This is an optimization exercise on Yosys and OpenROAD, whose aim is small area, a short achievable clock period and few clock cycles, not a production implementation.
Where RTL was checked, it was by simulation tests only, not by an equivalence proof against the original.

==> flow/design.v <==
module rsa_encrypt(input clk, reset_n, compute,
                   input [31:0] M, e, n,
                   output logic [31:0] C,
                   output logic encrypt_done);
  logic        busy, first, init, keep, trv, mul, yb, ec;
  logic        sa, sx, zx;    
  logic        nz;            
  logic [4:0]  i;             
  logic [3:0]  j;             
  logic [15:0] acc, X;
  function automatic [1:0] lod4(input [3:0] v);
    lod4 = v[3] ? 2'd3 : v[2] ? 2'd2 : v[1] ? 2'd1 : 2'd0;
  endfunction
  function automatic [4:0] msb32(input [31:0] v);
    logic [7:0] nz;
    logic [1:0] hi;
    logic [1:0] lo;
    logic [3:0] q;
    for (int k = 0; k < 8; k++) nz[k] = |v[4*k +: 4];
    hi = lod4({|nz[7:6], |nz[5:4], |nz[3:2], |nz[1:0]});
    lo = nz[2*hi+1] ? 2'd1 : 2'd0;
    q = v[4*(2*hi+lo) +: 4];
    msb32 = {hi, lo[0], lod4(q)};
  endfunction
  function automatic [3:0] msb16(input [15:0] v);
    logic [3:0] nz;
    logic [1:0] hi;
    for (int k = 0; k < 4; k++) nz[k] = |v[4*k +: 4];
    hi = lod4(nz);
    msb16 = {hi, lod4(v[4*hi +: 4])};
  endfunction
  function automatic below16(input [15:0] v);
    below16 = 1'b0;
    for (int k = 0; k < 15; k++) if (v[k+1]) below16 = v[k];
  endfunction
  wire [15:0] nb = nz ? n[15:0] : 16'd0;
  wire [18:0] xa = zx ? 19'd0 : {2'b0, acc, 1'b0};
  wire [18:0] xb = {3'b0, ({16{sa}} & acc) | ({16{sx}} & X)};
  wire [18:0] z1 = ~{3'b0, nb};
  wire [18:0] z2 = ~{2'b0, nb, 1'b0};
  wire [18:0] s1 = xa ^ xb ^ z1;
  wire [18:0] c1 = {(xa[17:0] & xb[17:0]) | (xa[17:0] & z1[17:0]) | (xb[17:0] & z1[17:0]), 1'b1};
  wire [18:0] s2 = xa ^ xb ^ z2;
  wire [18:0] c2 = {(xa[17:0] & xb[17:0]) | (xa[17:0] & z2[17:0]) | (xb[17:0] & z2[17:0]), 1'b1};
  wire [18:0] t0 = xa + xb;
  wire [18:0] t1 = s1 + c1;    
  wire [18:0] t2 = s2 + c2;    
  wire [15:0] acc_n = !t2[18] ? t2[15:0] : (!t1[18] ? t1[15:0] : t0[15:0]);
  wire [15:0] Y   = mul ? M[15:0] : X;    
  wire y01  = acc[15:1] == 15'd0;         
  wire bm   = below16(M[15:0]);           
  wire [3:0] jm = msb16({1'b0, M[15:1]});  
  wire fin  = (!first || mul) && j == 4'd0;
  wire more = !mul && ec;                 
  wire adv  = fin && !more;               
  wire triv = (e[31:1] == 31'd0) || (M[15:1] == 15'd0);    
  logic busy_n, done_n, first_n, init_n, keep_n, mul_n, yb_n;
  logic [3:0] j_n;
  logic [4:0] i_n;
  always_comb begin
    busy_n = busy; done_n = encrypt_done;
    first_n = first; init_n = init; keep_n = keep; mul_n = mul;
    yb_n = yb; j_n = j; i_n = i;
    if (busy) begin
      if ((first && init && trv) || (adv && i == 5'd0)) begin
        busy_n = 1'b0;
        done_n = 1'b1;
      end
      if (first) begin
        first_n = 1'b0;
        init_n = 1'b0;
        if (!mul && !init) begin
          keep_n = y01;
          j_n = y01 ? 4'd0 : msb16({1'b0, acc[15:1]});
          yb_n = below16(acc);
        end    
      end
      if (!first || mul) begin    
        j_n = j - 4'd1;
        yb_n = Y[j - 4'd1];
        keep_n = 1'b0;
      end
      if (fin) begin
        first_n = 1'b1;
        mul_n = more;
        j_n = jm;                 
        if (adv) i_n = i - 5'd1;
      end
    end else begin
      if (encrypt_done) begin
        if (!compute) done_n = 1'b0;
      end else if (compute) busy_n = 1'b1;
      first_n = 1'b1;
      init_n = 1'b1;
      keep_n = 1'b0;
      mul_n = 1'b0;
      i_n = msb32({1'b0, e[31:1]});
      j_n = jm;
      yb_n = bm;
    end
  end
  always_ff @(posedge clk, negedge reset_n) begin
    if (!reset_n) begin
      busy <= 1'b0;
      encrypt_done <= 1'b0;
    end else begin
      busy <= busy_n;
      encrypt_done <= done_n;
    end
  end
  wire sq1 = busy_n && first_n && !mul_n;    
  wire mu1 = busy_n && first_n && mul_n;     
  wire stp = busy_n && !first_n && !keep_n;  
  always_ff @(posedge clk) begin
    acc <= acc_n;
    ec <= e[i];
    first <= first_n; init <= init_n; keep <= keep_n; mul <= mul_n;
    yb <= yb_n; j <= j_n; i <= i_n;
    sa <= (sq1 && !init_n) || (mu1 && bm) || keep_n || !busy_n;
    sx <= (sq1 && init_n) || (stp && yb_n);
    zx <= sq1 || keep_n || !busy_n;
    nz <= stp || mu1;
    if (busy && first && !init) X <= acc;
    if (!busy) begin
      X <= M[15:0];
      trv <= triv;
    end
  end
  assign C = {16'd0, acc};
endmodule
clock: 5.0 ns
lec_check: 0
cap_margin: 20
core_margin: 2
core_utilization: 40
cts_buf_list: sky130_fd_sc_hd__clkbuf_8
place_density: 0.6
setup_slack_margin: 1.5
slew_margin: 20
standard.sh (not shown) runs the stock make flow with config.mk's settings and CLKGATE_MAP_FILE= SYNTH_SCRIPT=/design/flow/synth_recipe.tcl, a recipe that flattens the netlist after the stock synthesis.
==> flow/flow/run.sh <==
#!/bin/bash
# The standard layout, with the port buffers made from the smallest buffer
# cell instead of the delay cell buffer_ports picks by default.
set -euo pipefail
export BUFFER_PORTS_ARGS="-buffer_cell sky130_fd_sc_hd__buf_1"
bash standard.sh > standard_flow.log 2>&1
Then changed:
--- a/flow/design.v
+++ b/flow/design.v
@@ -6,35 +6,27 @@
   logic        sa, sx, zx;    
   logic        nz;            
   logic [4:0]  i;             
   logic [3:0]  j;             
-  logic [15:0] acc, X;
-  function automatic [1:0] lod4(input [3:0] v);
-    lod4 = v[3] ? 2'd3 : v[2] ? 2'd2 : v[1] ? 2'd1 : 2'd0;
-  endfunction
+  logic [15:0] acc, X, nr;
   function automatic [4:0] msb32(input [31:0] v);
-    logic [7:0] nz;
-    logic [1:0] hi;
-    logic [1:0] lo;
-    logic [3:0] q;
-    for (int k = 0; k < 8; k++) nz[k] = |v[4*k +: 4];
-    hi = lod4({|nz[7:6], |nz[5:4], |nz[3:2], |nz[1:0]});
-    lo = nz[2*hi+1] ? 2'd1 : 2'd0;
-    q = v[4*(2*hi+lo) +: 4];
-    msb32 = {hi, lo[0], lod4(q)};
+    msb32 = 5'd0;
+    for (int k = 1; k < 32; k++) if (v[k]) msb32 = k[4:0];
   endfunction
   function automatic [3:0] msb16(input [15:0] v);
-    logic [3:0] nz;
-    logic [1:0] hi;
-    for (int k = 0; k < 4; k++) nz[k] = |v[4*k +: 4];
-    hi = lod4(nz);
-    msb16 = {hi, lod4(v[4*hi +: 4])};
+    msb16 = 4'd0;
+    for (int k = 1; k < 16; k++) if (v[k]) msb16 = k[3:0];
   endfunction
   function automatic below16(input [15:0] v);
     below16 = 1'b0;
     for (int k = 0; k < 15; k++) if (v[k+1]) below16 = v[k];
   endfunction
-  wire [15:0] nb = nz ? n[15:0] : 16'd0;
+  function automatic below2_16(input [15:0] v);
+    below2_16 = 1'b0;
+    for (int k = 0; k < 14; k++) if (v[k+2]) below2_16 = v[k];
+  endfunction
+  always_ff @(posedge clk) nr <= n[15:0];
+  wire [15:0] nb = nz ? nr : 16'd0;
   wire [18:0] xa = zx ? 19'd0 : {2'b0, acc, 1'b0};
   wire [18:0] xb = {3'b0, ({16{sa}} & acc) | ({16{sx}} & X)};
   wire [18:0] z1 = ~{3'b0, nb};
   wire [18:0] z2 = ~{2'b0, nb, 1'b0};
@@ -45,13 +37,14 @@
   wire [18:0] t0 = xa + xb;
   wire [18:0] t1 = s1 + c1;    
   wire [18:0] t2 = s2 + c2;    
   wire [15:0] acc_n = !t2[18] ? t2[15:0] : (!t1[18] ? t1[15:0] : t0[15:0]);
+  wire [15:0] Xf  = init ? X : acc;       
   wire [15:0] Y   = mul ? M[15:0] : X;    
-  wire y01  = acc[15:1] == 15'd0;         
+  wire y01  = Xf[15:1] == 15'd0;          
+  wire m2   = M[15:2] == 14'd0;           
   wire bm   = below16(M[15:0]);           
-  wire [3:0] jm = msb16({1'b0, M[15:1]});  
-  wire fin  = (!first || mul) && j == 4'd0;
+  wire fin  = first ? (mul && m2) : (j == 4'd0);
   wire more = !mul && ec;                 
   wire adv  = fin && !more;               
   wire triv = (e[31:1] == 31'd0) || (M[15:1] == 15'd0);    
   logic busy_n, done_n, first_n, init_n, keep_n, mul_n, yb_n;
@@ -68,23 +61,25 @@
       end
       if (first) begin
         first_n = 1'b0;
         init_n = 1'b0;
-        if (!mul && !init) begin
+        if (mul) begin
+          keep_n = 1'b0;
+          j_n = msb16({2'b0, M[15:2]});
+          yb_n = below2_16(M[15:0]);
+        end else begin
           keep_n = y01;
-          j_n = y01 ? 4'd0 : msb16({1'b0, acc[15:1]});
-          yb_n = below16(acc);
-        end    
-      end
-      if (!first || mul) begin    
+          j_n = y01 ? 4'd0 : msb16({1'b0, Xf[15:1]});
+          yb_n = below16(Xf);
+        end
+      end else begin
         j_n = j - 4'd1;
         yb_n = Y[j - 4'd1];
         keep_n = 1'b0;
       end
       if (fin) begin
         first_n = 1'b1;
         mul_n = more;
-        j_n = jm;                 
         if (adv) i_n = i - 5'd1;
       end
     end else begin
       if (encrypt_done) begin
@@ -94,10 +89,8 @@
       init_n = 1'b1;
       keep_n = 1'b0;
       mul_n = 1'b0;
       i_n = msb32({1'b0, e[31:1]});
-      j_n = jm;
-      yb_n = bm;
     end
   end
   always_ff @(posedge clk, negedge reset_n) begin
     if (!reset_n) begin
- via count climbs by 11%
- clock-buffer cell count goes up by 4
- synthesized area is higher by 11%
- global-route usage fell by 0.36 points
- non-clock buffer count stays the same
- die area goes up by 11%
Testbench counts after the change, summed over its fixed seeds: cycles 5,140.
For the first run of this note, only the layout was checked, not whether the RTL still works.

---

## v6
rsa_encrypt, a different RTL version from the one above (not shown whole).
Size: roughly 820 cells after synthesis, ~52 flip-flops, about 130 I/O pins, ~7100 um^2 of cells after synthesis.
==> module rsa_encrypt, before the edit <==
module rsa_encrypt(input clk, reset_n, compute,
                   input [31:0] M, e, n,
                   output logic [31:0] C,
                   output logic encrypt_done);
  logic        busy, first, init, keep, trv, mul, yb, ec;
  logic        sa, sx, zx;    
  logic        nz;            
  logic [4:0]  i;             
  logic [3:0]  j;             
  logic [15:0] acc, X;
  function automatic [4:0] msb32(input [31:0] v);
    msb32 = 5'd0;
    for (int k = 1; k < 32; k++) if (v[k]) msb32 = k[4:0];
  endfunction
  function automatic [3:0] msb16(input [15:0] v);
    msb16 = 4'd0;
    for (int k = 1; k < 16; k++) if (v[k]) msb16 = k[3:0];
  endfunction
  function automatic below16(input [15:0] v);
    below16 = 1'b0;
    for (int k = 0; k < 15; k++) if (v[k+1]) below16 = v[k];
  endfunction
  function automatic below2_16(input [15:0] v);
    below2_16 = 1'b0;
    for (int k = 0; k < 14; k++) if (v[k+2]) below2_16 = v[k];
  endfunction
  wire [15:0] nb = nz ? n[15:0] : 16'd0;
  wire [18:0] xa = zx ? 19'd0 : {2'b0, acc, 1'b0};
  wire [18:0] xb = {3'b0, ({16{sa}} & acc) | ({16{sx}} & X)};
  wire [18:0] z1 = ~{3'b0, nb};
  wire [18:0] z2 = ~{2'b0, nb, 1'b0};
  wire [18:0] s1 = xa ^ xb ^ z1;
  wire [18:0] c1 = {(xa[17:0] & xb[17:0]) | (xa[17:0] & z1[17:0]) | (xb[17:0] & z1[17:0]), 1'b1};
  wire [18:0] s2 = xa ^ xb ^ z2;
  wire [18:0] c2 = {(xa[17:0] & xb[17:0]) | (xa[17:0] & z2[17:0]) | (xb[17:0] & z2[17:0]), 1'b1};
  wire [18:0] t0 = xa + xb;
  wire [18:0] t1 = s1 + c1;    
  wire [18:0] t2 = s2 + c2;    
  wire [15:0] acc_n = !t2[18] ? t2[15:0] : (!t1[18] ? t1[15:0] : t0[15:0]);
  wire [15:0] Xf  = init ? X : acc;       
  wire [15:0] Y   = mul ? M[15:0] : X;    
  wire y01  = Xf[15:1] == 15'd0;          
  wire m2   = M[15:2] == 14'd0;           
  wire bm   = below16(M[15:0]);           
  wire fin  = first ? (mul && m2) : (j == 4'd0);
  wire more = !mul && ec;                 
  wire adv  = fin && !more;               
  wire triv = (e[31:1] == 31'd0) || (M[15:1] == 15'd0);    
  logic busy_n, done_n, first_n, init_n, keep_n, mul_n, yb_n;
  logic [3:0] j_n;
  logic [4:0] i_n;
  always_comb begin
    busy_n = busy; done_n = encrypt_done;
    first_n = first; init_n = init; keep_n = keep; mul_n = mul;
    yb_n = yb; j_n = j; i_n = i;
    if (busy) begin
      if ((first && init && trv) || (adv && i == 5'd0)) begin
        busy_n = 1'b0;
        done_n = 1'b1;
      end
      if (first) begin
        first_n = 1'b0;
        init_n = 1'b0;
        if (mul) begin
          keep_n = 1'b0;
          j_n = msb16({2'b0, M[15:2]});
          yb_n = below2_16(M[15:0]);
        end else begin
          keep_n = y01;
          j_n = y01 ? 4'd0 : msb16({1'b0, Xf[15:1]});
          yb_n = below16(Xf);
        end
      end else begin
        j_n = j - 4'd1;
        yb_n = Y[j - 4'd1];
        keep_n = 1'b0;
      end
      if (fin) begin
        first_n = 1'b1;
        mul_n = more;
        if (adv) i_n = i - 5'd1;
      end
    end else begin
      if (encrypt_done) begin
        if (!compute) done_n = 1'b0;
      end else if (compute) busy_n = 1'b1;
      first_n = 1'b1;
      init_n = 1'b1;
      keep_n = 1'b0;
      mul_n = 1'b0;
      i_n = msb32({1'b0, e[31:1]});
    end
  end
  always_ff @(posedge clk, negedge reset_n) begin
    if (!reset_n) begin
      busy <= 1'b0;
      encrypt_done <= 1'b0;
    end else begin
      busy <= busy_n;
      encrypt_done <= done_n;
    end
  end
  wire sq1 = busy_n && first_n && !mul_n;    
  wire mu1 = busy_n && first_n && mul_n;     
  wire stp = busy_n && !first_n && !keep_n;  
  always_ff @(posedge clk) begin
    acc <= acc_n;
    ec <= e[i];
    first <= first_n; init <= init_n; keep <= keep_n; mul <= mul_n;
    yb <= yb_n; j <= j_n; i <= i_n;
    sa <= (sq1 && !init_n) || (mu1 && bm) || keep_n || !busy_n;
    sx <= (sq1 && init_n) || (stp && yb_n);
    zx <= sq1 || keep_n || !busy_n;
    nz <= stp || mu1;
    if (busy && first && !init) X <= acc;
    if (!busy) begin
      X <= M[15:0];
      trv <= triv;
    end
  end
  assign C = {16'd0, acc};
endmodule
Settings: LEC_CHECK=0, CAP_MARGIN=20, CORE_MARGIN=2, CORE_UTILIZATION=40, PLACE_DENSITY=0.6, SETUP_SLACK_MARGIN=1.5, SLEW_MARGIN=20; clock period 5.0 ns.
Scripts as last shown in full above: flow/flow/run.sh
In summary, v6 completed successfully, with a layout that passed the timing, design-rule and antenna checks.
The inputs of v7 differ from those of v6 as listed below.
-- flow/design.v --
<<< v6, line 8
  logic [4:0]  i;             
  logic [3:0]  j;             
  logic [15:0] acc, X;
  function automatic [4:0] msb32(input [31:0] v);
    msb32 = 5'd0;
>>> v7, line 8
  logic [4:0]  i;             
  logic [3:0]  j;             
  logic [15:0] acc, X, nr;
  function automatic [4:0] msb32(input [31:0] v);
    msb32 = 5'd0;
<<< v6, line 21
    for (int k = 0; k < 15; k++) if (v[k+1]) below16 = v[k];
  endfunction
  function automatic below2_16(input [15:0] v);
    below2_16 = 1'b0;
    for (int k = 0; k < 14; k++) if (v[k+2]) below2_16 = v[k];
  endfunction
  wire [15:0] nb = nz ? n[15:0] : 16'd0;
  wire [18:0] xa = zx ? 19'd0 : {2'b0, acc, 1'b0};
  wire [18:0] xb = {3'b0, ({16{sa}} & acc) | ({16{sx}} & X)};
>>> v7, line 21
    for (int k = 0; k < 15; k++) if (v[k+1]) below16 = v[k];
  endfunction
  wire idle = !busy && !encrypt_done;
  always_ff @(posedge clk) nr <= n[15:0];
  wire [15:0] nb = nz ? nr : 16'd0;
  wire [18:0] xa = zx ? 19'd0 : {2'b0, acc, 1'b0};
  wire [18:0] xb = {3'b0, ({16{sa}} & acc) | ({16{sx}} & X)};
<<< v6, line 38
  wire [18:0] t2 = s2 + c2;    
  wire [15:0] acc_n = !t2[18] ? t2[15:0] : (!t1[18] ? t1[15:0] : t0[15:0]);
  wire [15:0] Xf  = init ? X : acc;       
  wire [15:0] Y   = mul ? M[15:0] : X;    
  wire y01  = Xf[15:1] == 15'd0;          
  wire m2   = M[15:2] == 14'd0;           
  wire bm   = below16(M[15:0]);           
  wire fin  = first ? (mul && m2) : (j == 4'd0);
  wire more = !mul && ec;                 
  wire adv  = fin && !more;               
>>> v7, line 36
  wire [18:0] t2 = s2 + c2;    
  wire [15:0] acc_n = !t2[18] ? t2[15:0] : (!t1[18] ? t1[15:0] : t0[15:0]);
  wire [15:0] Yf  = mul ? M[15:0] : (init ? X : acc);    
  wire [15:0] Y   = mul ? M[15:0] : X;                   
  wire y01  = Yf[15:1] == 15'd0;          
  wire fin  = !first && j == 4'd0;
  wire more = !mul && ec;                 
  wire adv  = fin && !more;               
<<< v6, line 62
        first_n = 1'b0;
        init_n = 1'b0;
        if (mul) begin
          keep_n = 1'b0;
          j_n = msb16({2'b0, M[15:2]});
          yb_n = below2_16(M[15:0]);
        end else begin
          keep_n = y01;
          j_n = y01 ? 4'd0 : msb16({1'b0, Xf[15:1]});
          yb_n = below16(Xf);
        end
      end else begin
        j_n = j - 4'd1;
>>> v7, line 58
        first_n = 1'b0;
        init_n = 1'b0;
        keep_n = y01;
        j_n = y01 ? 4'd0 : msb16({1'b0, Yf[15:1]});
        yb_n = below16(Yf);
      end else begin
        j_n = j - 4'd1;
<<< v6, line 101
    end
  end
  wire sq1 = busy_n && first_n && !mul_n;    
  wire mu1 = busy_n && first_n && mul_n;     
  wire stp = busy_n && !first_n && !keep_n;  
  always_ff @(posedge clk) begin
    acc <= acc_n;
>>> v7, line 91
    end
  end
  always_ff @(posedge clk) begin
    acc <= acc_n;
<<< v6, line 109
    first <= first_n; init <= init_n; keep <= keep_n; mul <= mul_n;
    yb <= yb_n; j <= j_n; i <= i_n;
    sa <= (sq1 && !init_n) || (mu1 && bm) || keep_n || !busy_n;
    sx <= (sq1 && init_n) || (stp && yb_n);
    zx <= sq1 || keep_n || !busy_n;
    nz <= stp || mu1;
    if (busy && first && !init) X <= acc;
    if (!busy) begin
>>> v7, line 96
    first <= first_n; init <= init_n; keep <= keep_n; mul <= mul_n;
    yb <= yb_n; j <= j_n; i <= i_n;
    sa <= (first_n && !init_n) || keep_n || !busy_n;
    sx <= busy_n && ((first_n && init_n) || (!first_n && !keep_n && yb_n));
    zx <= first_n || keep_n || !busy_n;
    nz <= busy_n && !first_n && !keep_n;
    if (busy && first && !init) X <= acc;
    if (!busy) begin
### Flow results
Higher share of layout cells above drive strength 1 was reported by v7, not v6. [compare] base=v6 new=v7: share of synthesized registers carrying an async set or reset shrank by 0.90 points; non-clock buffer count grew by 6.4%; cell count after placement shrank by 65; synthesis-to-finish area growth grew by 1.8 points. Diff v6 and v7: depth of the critical timing path with buffers and inverters included higher in v6. In the reports for v6 and v7, the smaller clock buffer count from CTS belongs to v6. A origin of the worst setup path of n[11] is what v6 shows, while sa$_DFF_P_ belongs to v7. For the number of synthesized register bits, v7 came in 31% higher than v6 did.
No run of this note included a check of the RTL's function; only the layout flow was run.

[what the ideal ports hide]
The flow's constraints put no driver on any port. The routed layouts listed below were extracted and timed again, unchanged, in two steps.
Step 1, drivers: a clkbuf_16 drives clk and a buf_2 each remaining input, both assumed.
Step 2 moves the port delays by t, midway between the first and last clock arrival at a register: inputs arrive t later, outputs are due t later. That takes back most of the time a late clock gives input paths.
Slacks: ideal ports / drivers / drivers and shift; pairs: ideal ports / drivers.
| run | t, ns | setup slack, ns | hold slack, ns | worst register clock-pin slew, ns | worst data-port slew with drivers (ns) |
|---|---|---|---|---|---|
| the first run of note 1 | 0.347 | 1.429 / 1.409 / 1.063 | 0.454 / 0.444 / 0.573 | 0.11 / 0.11 | 0.05 |
| the second run of note 1 | 0.401 | 1.619 / 1.619 / 1.619 | 0.391 / 0.382 / 0.548 | 0.09 / 0.09 | 0.03 |
| v6 | 0.338 | 1.575 / 1.593 / 1.255 | 0.482 / 0.468 / 0.529 | 0.08 / 0.08 | 0.05 |
| v7 | 0.392 | 1.471 / 1.471 / 1.471 | 0.416 / 0.404 / 0.538 | 0.06 / 0.06 | 0.03 |
After both steps setup and hold are still met in every run listed. For the first run of note 1, which loses most, drivers alone change the setup slack by -0.020 ns; drivers and shift together by -0.366 ns.
